Source: an optimization exercise on an open RTL-to-GDS flow (aim: small area and a short achievable clock period). Production flows keep margins and buffers that such runs may drop.
At most, simulation tests tie the RTL to the original design; equivalence was not proved.

==> v17 <==
Design ppl_proc, start of the top module:
module ppl_proc #(
    parameter PREPARE_CYCLES = 3
) (
    input clk,
    input rst,
    input prepare_flag,
    input        [17:0] start_pos_x,
    input        [17:0] start_pos_y,
    input        [17:0] start_pos_z,
    input signed [19:0] ray_slope_x,
    input signed [19:0] ray_slope_y,
    input signed [19:0] ray_slope_z,
    input        [19:0] pixel_addr,
    input        [4:0] block_id,
    input        [3:0] block_cnt,
    output        [ 3:0] block_cnt_out,
    output signed [19:0] ray_slope_out_x,
    output signed [19:0] ray_slope_out_y,
    output signed [19:0] ray_slope_out_z,
    output        [17:0] end_pos_x,
    output        [17:0] end_pos_y,
    output        [17:0] end_pos_z,
    output [14:0] block_addr,
    output        next_en,
    output [19:0] pixel_addr_out,
    output [12:0] texture_addr
);
export LEC_CHECK = 0
export ABC_AREA = 1
export CAP_MARGIN = 20
export CORE_MARGIN = 2
export CORE_UTILIZATION = 40
export SETUP_SLACK_MARGIN = 5
export SLEW_MARGIN = 20
create_clock -name core_clock -period 165.0 [get_ports {clk}]
standard.sh (not shown) runs the stock make flow with config.mk's settings and CLKGATE_MAP_FILE= SYNTH_SCRIPT=/design/flow/synth_recipe.tcl, a recipe that flattens the netlist after the stock synthesis.
==> flow/flow/run.sh <==
#!/bin/bash
# Layout flow: the standard ORFS flow, with smaller port buffers and a tighter
# setup target for timing repair (the SDC and clock period are unchanged).
set -euo pipefail
bash standard.sh \
  "BUFFER_PORTS_ARGS=-buffer_cell sky130_fd_sc_hd__buf_2" \
  SETUP_SLACK_MARGIN=98.3 \
  finish > orfs_flow.log 2>&1
==> v39: changes against v17 <==
--- a/flow/design.v
+++ b/flow/design.v
@@ -118,65 +118,35 @@
         end
     end
     wire [19:0] dsel = ({20{mf3[2]}} & dx) | ({20{mf3[1]}} & dy) | ({20{mf3[0]}} & dz);
     wire [12:0] rsel = ({13{mf3[2]}} & ix[12:0]) | ({13{mf3[1]}} & iy[12:0]) | ({13{mf3[0]}} & iz[12:0]);
     wire [12:0] asel = ({13{mf3[2]}} & ix[25:13]) | ({13{mf3[1]}} & iy[25:13]) | ({13{mf3[0]}} & iz[25:13]);
     wire        zsel = (mf3[2] & zx) | (mf3[1] & zy) | (mf3[0] & zz);
-    function [21:0] fstep(input [20:0] r, input [19:0] d, input integer w, input rip);
-        reg [21:0] t;
-        reg [20:0] x;
-        reg fit, c, b;
-        integer j;
-        begin
-            x = {r[19:0], 1'b0};
-            if (rip) begin
-                c = 1'b1;
-                for (j = 0; j < 21; j = j + 1) begin
-                    b = (j < 20) ? ~d[j] : 1'b1;
-                    t[j] = x[j] ^ b ^ c;
-                    c = (x[j] & b) | (c & (x[j] ^ b));
-                end
-                t[21] = ~c;
-            end else begin
-                t = {1'b0, x} - {2'b0, d};
-            end
-            fit = ~t[21];
-            if (w < 20) fit = fit & ((d >> (w + 1)) == 20'd0);
-            fstep = {fit, fit ? t[20:0] : x};
-        end
-    endfunction
-    localparam KS = 2;
-    localparam NRIP = 0;    
-    reg [20:0] fr;
-    reg [KS-1:0] fh;
-    reg [21:0] fo;
-    integer fi;
+    reg [4:0] lz;
+    integer li;
     always @(*) begin
-        fr = {8'd0, rsel};
-        for (fi = 0; fi < KS; fi = fi + 1) begin
-            fo = fstep(fr, dsel, 13 + fi, 1'b0);
-            fh[KS-1-fi] = fo[21];
-            fr = fo[20:0];
-        end
+        lz = 5'd0;
+        for (li = 0; li < 20; li = li + 1)
+            if (dsel[li]) lz = 5'd19 - li[4:0];
     end
+    wire [19:0] dnorm = dsel << lz;
+    wire [19:0] rnorm = {7'd0, rsel} << lz;
     wire [19:0] u3 = mf3[2] ? sy3 : sx3;
     wire [19:0] v3 = mf3[0] ? sy3 : sz3;
     wire cu = zsel & ~u3[19] & (u3 != 20'd0);
     wire cv = zsel & ~v3[19] & (v3 != 20'd0);
     reg [19:0] pix4, sx4, sy4, sz4;
     reg [ 3:0] cnt4;
     reg [12:0] a4;
-    reg [KS-1:0] fh4;
-    reg [19:0] fr4, d4;
+    reg [19:0] rn4, dn4;
     reg [17:0] pu4, pv4;
     always @(posedge clk) begin
         pix4 <= pix3; sx4 <= sx3; sy4 <= sy3; sz4 <= sz3; cnt4 <= cnt3;
         a4 <= zsel ? 13'd0 : asel;
-        fh4 <= zsel ? {KS{1'b0}} : fh;
-        fr4 <= zsel ? 20'd0 : fr[19:0];
-        d4 <= zsel ? 20'h80000 : dsel;
+        rn4 <= zsel ? 20'd0 : rnorm;
+        dn4 <= zsel ? 20'h80000 : dnorm;
         pu4 <= pu3 - {17'd0, cu};
         pv4 <= pv3 - {17'd0, cv};
     end
     reg [ 2:0] mf4;
     reg [14:0] baddr4;
     reg        border4;
@@ -186,31 +156,44 @@
         end else begin
             mf4 <= mf3;
             baddr4 <= {bnx3, bny3, bnz3};
             border4 <= (bnx3 == 5'd0) || (bny3 == 5'd0) || (bnz3 == 5'd0);
         end
     end
-    reg [20:0] gr;
-    reg [19-KS:0] fl;
-    reg [21:0] go;
+    reg [22:0] ws, wc, sx, s2, c2, sn, cn;
+    reg [19:0] qp, qn;
+    reg [3:0] yy;
+    reg qpos, qneg;
     integer gi;
     always @(*) begin
-        gr = {1'b0, fr4};
-        for (gi = KS; gi < 20; gi = gi + 1) begin
-            go = fstep(gr, d4, 20, gi >= 20 - NRIP);
-            fl[19-gi] = go[21];
-            gr = go[20:0];
+        ws = {3'd0, rn4};
+        wc = 23'd0;
+        for (gi = 19; gi >= 0; gi = gi - 1) begin
+            s2 = {ws[21:0], 1'b0};
+            c2 = {wc[21:0], 1'b0};
+            yy = s2[22:19] + c2[22:19];
+            qpos = ~yy[3];
+            qneg = yy[3] & ~(yy == 4'b1111);
+            qp[gi] = qpos;
+            qn[gi] = qneg;
+            sx = ({23{qpos}} & ~{3'd0, dn4}) | ({23{qneg}} & {3'd0, dn4});
+            sn = s2 ^ c2 ^ sx;
+            cn = (s2 & c2) | (sx & (s2 ^ c2));
+            ws = sn;
+            wc = {cn[21:0], qpos};
         end
     end
+    wire [22:0] wfin = ws + wc;
+    wire [19:0] fl = qp + ~qn + {19'd0, ~wfin[22]};
     reg [19:0] pix5, sx5, sy5, sz5;
     reg [ 3:0] cnt5;
     reg [32:0] q5;
     reg [17:0] pu5, pv5;
     always @(posedge clk) begin
         pix5 <= pix4; sx5 <= sx4; sy5 <= sy4; sz5 <= sz4; cnt5 <= cnt4;
-        q5 <= {a4, fh4, fl};
+        q5 <= {a4, fl};
         pu5 <= pu4; pv5 <= pv4;
     end
     reg [ 2:0] mf5;
     reg        border5;
     reg [14:0] baddr5;
     assign block_addr = baddr5;
==> flow/flow/run.sh (replaced) <==
#!/bin/bash
# Layout flow: the standard ORFS flow, with smaller port buffers and a tighter
# setup target for timing repair (the SDC and clock period are unchanged).
set -euo pipefail
bash standard.sh \
  "BUFFER_PORTS_ARGS=-buffer_cell sky130_fd_sc_hd__buf_2" \
  SETUP_SLACK_MARGIN=97.5 \
  finish > orfs_flow.log 2>&1
==> v24: changes against v17 <==
--- a/flow/design.v
+++ b/flow/design.v
@@ -43,15 +43,27 @@
     function [4:0] edge_m(input [3:0] pm, input neg);
         edge_m = neg ? ((pm != 4'd0) ? {1'b0, pm} : 5'd16) : (5'd16 - {1'b0, pm});
     endfunction
     wire [4:0] mx = edge_m(px1[11:8], sx1[19]);
     wire [4:0] my = edge_m(py1[11:8], sy1[19]);
     wire [4:0] mz = edge_m(pz1[11:8], sz1[19]);
-    wire [19:0] dx = sx1[19] ? -sx1 : sx1;
-    wire [19:0] dy = sx1[19] ? -sy1 : sy1;
-    wire [19:0] dz = sx1[19] ? -sz1 : sz1;
+    function [19:0] cneg(input [19:0] a, input n);
+        reg c, t;
+        integer j;
+        begin
+            c = n;
+            for (j = 0; j < 20; j = j + 1) begin
+                t = a[j] ^ n;
+                cneg[j] = t ^ c;
+                c = t & c;
+            end
+        end
+    endfunction
+    wire [19:0] dx = cneg(sx1, sx1[19]);
+    wire [19:0] dy = cneg(sy1, sx1[19]);
+    wire [19:0] dz = cneg(sz1, sx1[19]);
     function [25:0] idiv(input [4:0] m, input [19:0] d);
         reg [12:0] r, s;
         reg [12:0] q;
         reg c, b;
         integer k, j;
         begin
@@ -118,67 +130,48 @@
         end
     end
     wire [19:0] dsel = ({20{mf3[2]}} & dx) | ({20{mf3[1]}} & dy) | ({20{mf3[0]}} & dz);
     wire [12:0] rsel = ({13{mf3[2]}} & ix[12:0]) | ({13{mf3[1]}} & iy[12:0]) | ({13{mf3[0]}} & iz[12:0]);
     wire [12:0] asel = ({13{mf3[2]}} & ix[25:13]) | ({13{mf3[1]}} & iy[25:13]) | ({13{mf3[0]}} & iz[25:13]);
     wire        zsel = (mf3[2] & zx) | (mf3[1] & zy) | (mf3[0] & zz);
-    function [21:0] fstep(input [20:0] r, input [19:0] d, input integer w, input rip);
-        reg [21:0] t;
-        reg [20:0] x;
-        reg fit, c, b;
-        integer j;
-        begin
-            x = {r[19:0], 1'b0};
-            if (rip) begin
-                c = 1'b1;
-                for (j = 0; j < 21; j = j + 1) begin
-                    b = (j < 20) ? ~d[j] : 1'b1;
-                    t[j] = x[j] ^ b ^ c;
-                    c = (x[j] & b) | (c & (x[j] ^ b));
-                end
-                t[21] = ~c;
-            end else begin
-                t = {1'b0, x} - {2'b0, d};
-            end
-            fit = ~t[21];
-            if (w < 20) fit = fit & ((d >> (w + 1)) == 20'd0);
-            fstep = {fit, fit ? t[20:0] : x};
-        end
-    endfunction
-    localparam KS = 2;
-    localparam NRIP = 0;    
-    reg [20:0] fr;
-    reg [KS-1:0] fh;
-    reg [21:0] fo;
-    integer fi;
+    reg [4:0] lz;
+    integer li;
     always @(*) begin
-        fr = {8'd0, rsel};
-        for (fi = 0; fi < KS; fi = fi + 1) begin
-            fo = fstep(fr, dsel, 13 + fi, 1'b0);
-            fh[KS-1-fi] = fo[21];
-            fr = fo[20:0];
-        end
+        lz = 5'd0;
+        for (li = 0; li < 20; li = li + 1)
+            if (dsel[li]) lz = 5'd19 - li[4:0];
     end
+    wire [19:0] dnorm = dsel << lz;
+    wire [19:0] rnorm = {7'd0, rsel} << lz;
     wire [19:0] u3 = mf3[2] ? sy3 : sx3;
     wire [19:0] v3 = mf3[0] ? sy3 : sz3;
     wire cu = zsel & ~u3[19] & (u3 != 20'd0);
     wire cv = zsel & ~v3[19] & (v3 != 20'd0);
+    function [17:0] dec(input [17:0] a, input b);
+        reg c;
+        integer j;
+        begin
+            c = b;
+            for (j = 0; j < 18; j = j + 1) begin
+                dec[j] = a[j] ^ c;
+                c = ~a[j] & c;
+            end
+        end
+    endfunction
     reg [19:0] pix4, sx4, sy4, sz4;
     reg [ 3:0] cnt4;
     reg [12:0] a4;
-    reg [KS-1:0] fh4;
-    reg [19:0] fr4, d4;
+    reg [19:0] rn4, dn4;
     reg [17:0] pu4, pv4;
     always @(posedge clk) begin
         pix4 <= pix3; sx4 <= sx3; sy4 <= sy3; sz4 <= sz3; cnt4 <= cnt3;
         a4 <= zsel ? 13'd0 : asel;
-        fh4 <= zsel ? {KS{1'b0}} : fh;
-        fr4 <= zsel ? 20'd0 : fr[19:0];
-        d4 <= zsel ? 20'h80000 : dsel;
-        pu4 <= pu3 - {17'd0, cu};
-        pv4 <= pv3 - {17'd0, cv};
+        rn4 <= zsel ? 20'd0 : rnorm;
+        dn4 <= zsel ? 20'h80000 : dnorm;
+        pu4 <= dec(pu3, cu);
+        pv4 <= dec(pv3, cv);
     end
     reg [ 2:0] mf4;
     reg [14:0] baddr4;
     reg        border4;
     always @(posedge clk or posedge rst) begin
         if (rst) begin
@@ -186,31 +179,44 @@
         end else begin
             mf4 <= mf3;
             baddr4 <= {bnx3, bny3, bnz3};
             border4 <= (bnx3 == 5'd0) || (bny3 == 5'd0) || (bnz3 == 5'd0);
         end
     end
-    reg [20:0] gr;
-    reg [19-KS:0] fl;
-    reg [21:0] go;
+    reg [22:0] ws, wc, sx, s2, c2, sn, cn;
+    reg [19:0] qp, qn;
+    reg [3:0] yy;
+    reg qpos, qneg;
     integer gi;
     always @(*) begin
-        gr = {1'b0, fr4};
-        for (gi = KS; gi < 20; gi = gi + 1) begin
-            go = fstep(gr, d4, 20, gi >= 20 - NRIP);
-            fl[19-gi] = go[21];
-            gr = go[20:0];
+        ws = {3'd0, rn4};
+        wc = 23'd0;
+        for (gi = 19; gi >= 0; gi = gi - 1) begin
+            s2 = {ws[21:0], 1'b0};
+            c2 = {wc[21:0], 1'b0};
+            yy = s2[22:19] + c2[22:19];
+            qpos = ~yy[3];
+            qneg = yy[3] & ~(yy == 4'b1111);
+            qp[gi] = qpos;
+            qn[gi] = qneg;
+            sx = ({23{qpos}} & ~{3'd0, dn4}) | ({23{qneg}} & {3'd0, dn4});
+            sn = s2 ^ c2 ^ sx;
+            cn = (s2 & c2) | (sx & (s2 ^ c2));
+            ws = sn;
+            wc = {cn[21:0], qpos};
         end
     end
+    wire [22:0] wfin = ws + wc;
+    wire [19:0] fl = qp + ~qn + {19'd0, ~wfin[22]};
     reg [19:0] pix5, sx5, sy5, sz5;
     reg [ 3:0] cnt5;
     reg [32:0] q5;
     reg [17:0] pu5, pv5;
     always @(posedge clk) begin
         pix5 <= pix4; sx5 <= sx4; sy5 <= sy4; sz5 <= sz4; cnt5 <= cnt4;
-        q5 <= {a4, fh4, fl};
+        q5 <= {a4, fl};
         pu5 <= pu4; pv5 <= pv4;
     end
     reg [ 2:0] mf5;
     reg        border5;
     reg [14:0] baddr5;
     assign block_addr = baddr5;
==> flow/flow/run.sh (replaced) <==
#!/bin/bash
# Layout flow: the standard ORFS flow, with smaller port buffers, the buffers that
# synthesis inserted removed before placement (repair_design re-buffers as needed) and a
# tighter setup target for timing repair (the SDC and clock period are unchanged).
set -euo pipefail
bash standard.sh \
  "BUFFER_PORTS_ARGS=-buffer_cell sky130_fd_sc_hd__buf_2" \
  REMOVE_ABC_BUFFERS=1 \
  SETUP_SLACK_MARGIN=97.5 \
  finish > orfs_flow.log 2>&1
CTS_CLUSTER_DIAMETER = 150   (was default)
CTS_CLUSTER_SIZE = 20   (was default)
==> comparison <==
- v17 completed with no timing, DRC or antenna violations. v39 went through all stages and came out clean. v24 passed the timing, design-rule and antenna checks.
- Against v24, the setup slack of v17 is better by 0.32 ns.
- In v24 the worst hold slack is worse than in v39, by 0.065 ns.
- Count of clock-buffer cells in the layout, highest first: v17, v39, v24.
- The lowest cell count belongs to v24, the highest to v17.
- Clock skew: v24 > v39 > v17.
The RTL of v17 was laid out without a check of its function.

## re-timing with driven ports
Ports are ideal in the flow. The routed layouts listed here were re-timed in OpenROAD.
Step 1, drivers: a clkbuf_16 drives clk and a buf_2 each remaining input, both assumed.
Step 2, shift: input delay + t, output delay - t, t = (earliest + latest rising clock arrival at the registers) / 2. This alone moves slack from input paths to output paths.
Slacks: ideal ports / drivers / drivers and shift; pairs: ideal ports / drivers.
| run | shift t [ns] | setup WS [ns] | latest minus earliest clock arrival (ns) | worst register clock-pin slew, ns |
|---|---|---|---|---|
| v17 | 0.855 | 98.101 / 98.043 / 98.043 | 0.065 / 0.065 | 0.07 / 0.07 |
| v39 | 0.749 | 97.632 / 97.608 / 97.608 | 0.068 / 0.068 | 0.09 / 0.09 |
| v24 | 0.749 | 97.785 / 97.766 / 97.766 | 0.099 / 0.098 | 0.11 / 0.11 |
After both steps every run listed still meets setup and hold. The setup slack of v17, which loses most, moves by -0.058 ns with the drivers and by -0.058 ns with both steps.
